From an optimization exercise on the open Yosys and OpenROAD flow, aimed at small area and few clock cycles; shortcuts taken in it are not production practice.
At most, simulation tests tie the RTL to the original design; equivalence was not proved.
Power is estimated from default activity; no workload was simulated.

Design c6502, start of the top module:
module c6502
(
    input               clock,
    input               ce,
    input               reset_n,
    output reg  [15:0]  address,
    input       [ 7:0]  in,
    output      [ 7:0]  out,
    output              we
);
For scale: ~740 cells after synthesis.
Settings: LEC_CHECK=0, ABC_AREA=1, CAP_MARGIN=20, CORE_MARGIN=2, CORE_UTILIZATION=60, GPL_TIMING_DRIVEN=0, SLEW_MARGIN=20; clock period 10.0 ns.
standard.sh (not shown) runs the stock make flow with config.mk's settings and CLKGATE_MAP_FILE= SYNTH_SCRIPT=/design/flow/synth_recipe.tcl, a recipe that flattens the netlist after the stock synthesis.
==> flow/flow/run.sh <==
#!/bin/bash
# Standard layout, except that:
# - the combinational part of the standard synthesis netlist is mapped again
#   for area, in two passes, keeping the smaller (flip-flops untouched: same names, cells and connections);
# - the port buffers use the smallest buffer cell;
# - clock tree synthesis uses clkbuf_8 and inserts no dummy loads.
set -euo pipefail
RES=orfs/results/sky130hd/c6502/base
VARS=("BUFFER_PORTS_ARGS=-buffer_cell sky130_fd_sc_hd__buf_1"
      "CTS_ARGS=-sink_clustering_enable -repair_clock_nets -dont_use_dummy_load -buf_list sky130_fd_sc_hd__clkbuf_8")
bash standard.sh synth > synth.log 2>&1
cp $RES/1_2_yosys.v $RES/1_2_yosys_standard.v
bash flow/remap.sh $RES/1_2_yosys_standard.v $RES/1_2_yosys_pass1.v "$PWD/flow/area.abc" remap1.log
bash flow/remap.sh $RES/1_2_yosys_pass1.v $RES/1_2_yosys_pass2.v "$PWD/flow/area.abc" remap2.log
# keep the smaller of the two passes
a1=$(grep "Chip area" remap1.log | tail -1 | awk '{print $NF}')
a2=$(grep "Chip area" remap2.log | tail -1 | awk '{print $NF}')
if awk -v a="$a1" -v b="$a2" 'BEGIN { exit !(b < a) }'; then
  cp $RES/1_2_yosys_pass2.v $RES/1_2_yosys.v
else
  cp $RES/1_2_yosys_pass1.v $RES/1_2_yosys.v
fi
rm -f $RES/1_synth.odb $RES/1_synth.sdc
bash standard.sh "${VARS[@]}" finish > layout.log 2>&1
Other scripts of this flow, unchanged in this note and not shown: flow/flow/area.abc, flow/flow/dont_use.txt, flow/flow/remap.sh
The baseline finished clean.
Testbench counts at the start, summed over its fixed seeds: cycles 85,565.
Then changed:
--- a/flow/design.v
+++ b/flow/design.v
@@ -3,35 +3,35 @@
     input               clock,
     input               ce,
     input               reset_n,
     output reg  [15:0]  address,
     input       [ 7:0]  in,
     output      [ 7:0]  out,
     output              we
 );
 localparam [3:0]
     F   = 4'd0,      
-    FA  = 4'd4,      
-    FB  = 4'd15,      
-    OP1 = 4'd1,      
-    OP2 = 4'd2,      
-    IP1 = 4'd6,      
-    IP2 = 4'd7,      
-    DAT = 4'd5,      
-    BR  = 4'd3,      
-    HI  = 4'd12,      
-    PSH = 4'd8,     
-    PUL = 4'd9,     
-    JS2 = 4'd10,     
-    RL  = 4'd11,     
-    JL  = 4'd13,     
-    JH  = 4'd14;     
+    FA  = 4'd1,      
+    FB  = 4'd2,      
+    OP1 = 4'd3,      
+    OP2 = 4'd4,      
+    IP1 = 4'd5,      
+    IP2 = 4'd6,      
+    DAT = 4'd7,      
+    BR  = 4'd8,      
+    HI  = 4'd9,      
+    PSH = 4'd10,     
+    PUL = 4'd11,     
+    JS2 = 4'd12,     
+    RL  = 4'd13,     
+    JL  = 4'd14,     
+    JH  = 4'd15;     
 localparam [1:0] C0 = 2'd0, C1 = 2'd1, CC = 2'd2, CT_ = 2'd3;
 reg [7:0] A, X, Y, S, IR, ABL, ABH, PCL, PCH;
 reg       N, V, D, I, Z, C, CT;
 reg [3:0] st;
 wire isF = (st == F) | (st == FA) | (st == FB);
 wire [2:0] aaa = IR[7:5];
 wire [2:0] bbb = IR[4:2];
 wire [1:0] cc  = IR[1:0];
 reg eLA, eLX, eLY, eLS, eLFF, ren, rinv, emp, ecen, egsel, eshl, eshr;
 reg [1:0] ecin;
@@ -135,36 +135,35 @@
 wire i_rts  = in == 8'h60;
 reg sLA, sLX, sLY, sLS, sLP, sLPL, sLPH, sLFF;
 reg sren, srinv, mp, cen, gsel, shl, shr;
 reg [1:0] csel;
 reg [3:0] nst;
 reg wA, wX, wY, wSr, sinc, sdec, wnz, wC, wV, bitop, plp, wm;
 reg fC, fI, fD, fV;
 reg pcinc, skip, wABL, ablinc, ablh, ablir, wABH, zpf, wIR;
 reg [1:0] alo, ahi;  
 reg ex;          
-wire hz = (st == F) & d_impl & (e_nz | e_wC | e_fC | e_fV);
 reg taken;
 always @* begin
     {sLA, sLX, sLY, sLS, sLP, sLPL, sLPH, sLFF} = 8'b0;
     sren = 1; srinv = 0; csel = C0; mp = 1; cen = 1; gsel = 0; shl = 0; shr = 0;
     nst = F; ex = 0;
     sinc = 0; sdec = 0; plp = 0; wm = 0; wA = 0; wnz = 0;
     pcinc = 0; skip = 0; wABL = 0; ablinc = 0; ablh = 0; ablir = 0; wABH = 0;
     zpf = 0; alo = 2'd0; ahi = 2'd0; wIR = 0;
     case (st)
     F, FA, FB: begin
         alo = {1'b0, st != F};
         ahi = {1'b0, st == FA};
         pcinc = 1; wIR = 1;
         ex = (st == F) & d_impl;
-        skip = i_bra & ~taken & ~hz;
+        skip = i_bra & ~taken;
         sdec = i_psh & ~xS;
         nst = i_impl | skip ? F :
               i_bra ? BR : i_psh ? PSH : i_pul ? PUL : i_rts ? RL : OP1;
     end
     OP1: begin
         pcinc = 1;
         if (d_imm) ex = 1;
         else begin
             sLX = useX; sLY = useY; wABL = 1; sdec = m_jsr;
             nst = m_jsr ? PSH : m_ind ? IP1 : m_zp ? DAT : OP2;
@@ -184,25 +183,22 @@
         alo = 2'd1; ahi = 2'd1; zpf = 1;
         csel = CT_; wABH = 1;
         wABL = 1; ablh = 1;
         nst = DAT;
     end
     DAT: begin
         alo = 2'd1; ahi = 2'd1; zpf = m_zp;
         ex = 1;
     end
     BR: begin
-        sLPL = 1; csel = C1;
-        if (btaken) begin
-            wABL = 1;
-            nst = (CTn ^ in[7]) ? HI : FB;
-        end else pcinc = 1;
+        sLPL = 1; csel = C1; wABL = 1;
+        nst = (CTn ^ in[7]) ? HI : FB;
     end
     HI: begin
         alo = 2'd2; ahi = 2'd2;
         sLPH = IR[4]; sren = ~IR[4]; srinv = IR[4] & ~CT; csel = CT_; wABH = 1;
         sinc = ~IR[4];
         nst = FA;
     end
     PSH: begin
         alo = 2'd2; ahi = 2'd2; sren = 0; wm = 1; sdec = IR[5];
         sLPH = IR[5]; sLA = ~IR[5] & IR[6]; sLP = ~IR[5] & ~IR[6];
@@ -303,31 +299,24 @@
 wire [7:0] res = ({8{ushl}} & {p[6:0], sin}) | ({8{ushr}} & {sin, p[7:1]}) | ({8{~ushl & ~ushr}} & core);
 wire zres = res == 8'h00;
 assign out = res;
 wire Nn = plp ? res[7] : xbit ? in[7] : xnz ? res[7] : N;
 wire Zn = plp ? res[1] : (xbit | xnz) ? zres : Z;
 wire Cn = plp ? res[0] : xC ? (ushl ? p[7] : ushr ? p[0] : c[8]) : xfC ? IR[5] : C;
 wire Vn = plp ? res[6] : xbit ? in[6] : xV ? c[8] ^ c[7] : ~xfV & V;
 wire Dn = plp ? res[3] : xfD ? IR[5] : D;
 wire In = plp ? res[2] : xfI ? IR[5] : I;
 always @* case (in[7:6])
-    2'b00:   taken = N == in[5];
-    2'b01:   taken = V == in[5];
-    2'b10:   taken = C == in[5];
-    default: taken = Z == in[5];
-endcase
-reg btaken;
-always @* case (IR[7:6])
-    2'b00:   btaken = N == IR[5];
-    2'b01:   btaken = V == IR[5];
-    2'b10:   btaken = C == IR[5];
-    default: btaken = Z == IR[5];
+    2'b00:   taken = Nn == in[5];
+    2'b01:   taken = Vn == in[5];
+    2'b10:   taken = Cn == in[5];
+    default: taken = Zn == in[5];
 endcase
 wire [7:0] sb = S;
 wire [8:0] sbw;
 assign sbw[0] = sdec;
 generate for (gi = 0; gi < 8; gi = gi + 1) begin : sbg
     assign sbw[gi+1] = sbw[gi] & ~sb[gi];
 end endgenerate
 wire [7:0] sn = sb ^ sbw[7:0];
 always @(posedge clock)
 if (!reset_n) begin
What happened: Cell area rises by 3.0%; power is higher by 3.0%; clock skew drops by 11 ps; sequential power barely changes; clock power hardly moves.
Function not checked in the second run of this note: the RTL went through the layout flow alone.

==> re-timing with driven ports <==
The flow's constraints put no driver on any port. The routed layouts listed below were extracted and timed again, unchanged, in two steps. Step 1 sets driving cells, clkbuf_16 on the clock port and buf_2 on the other inputs (assumed; they add their load-dependent delay and slew). Step 2 adds t to the input delays and takes it off the output delays; t is the mean of the earliest and latest rising clock arrival at the registers after step 1. Input paths then give back, and output paths get back, about the clock's delay inside the block. Slacks: ideal ports / drivers / drivers and shift; pairs: ideal ports / drivers.
| run | t (ns) | slack for setup (ns) | worst hold slack (ns) |
|---|---|---|---|
| the first run | 0.388 | 0.443 / 0.408 / 0.796 | 0.470 / 0.470 / 0.470 |
| the second run | 0.391 | 0.649 / 0.649 / 0.649 | 0.465 / 0.465 / 0.465 |
After both steps every run listed still meets setup and hold.
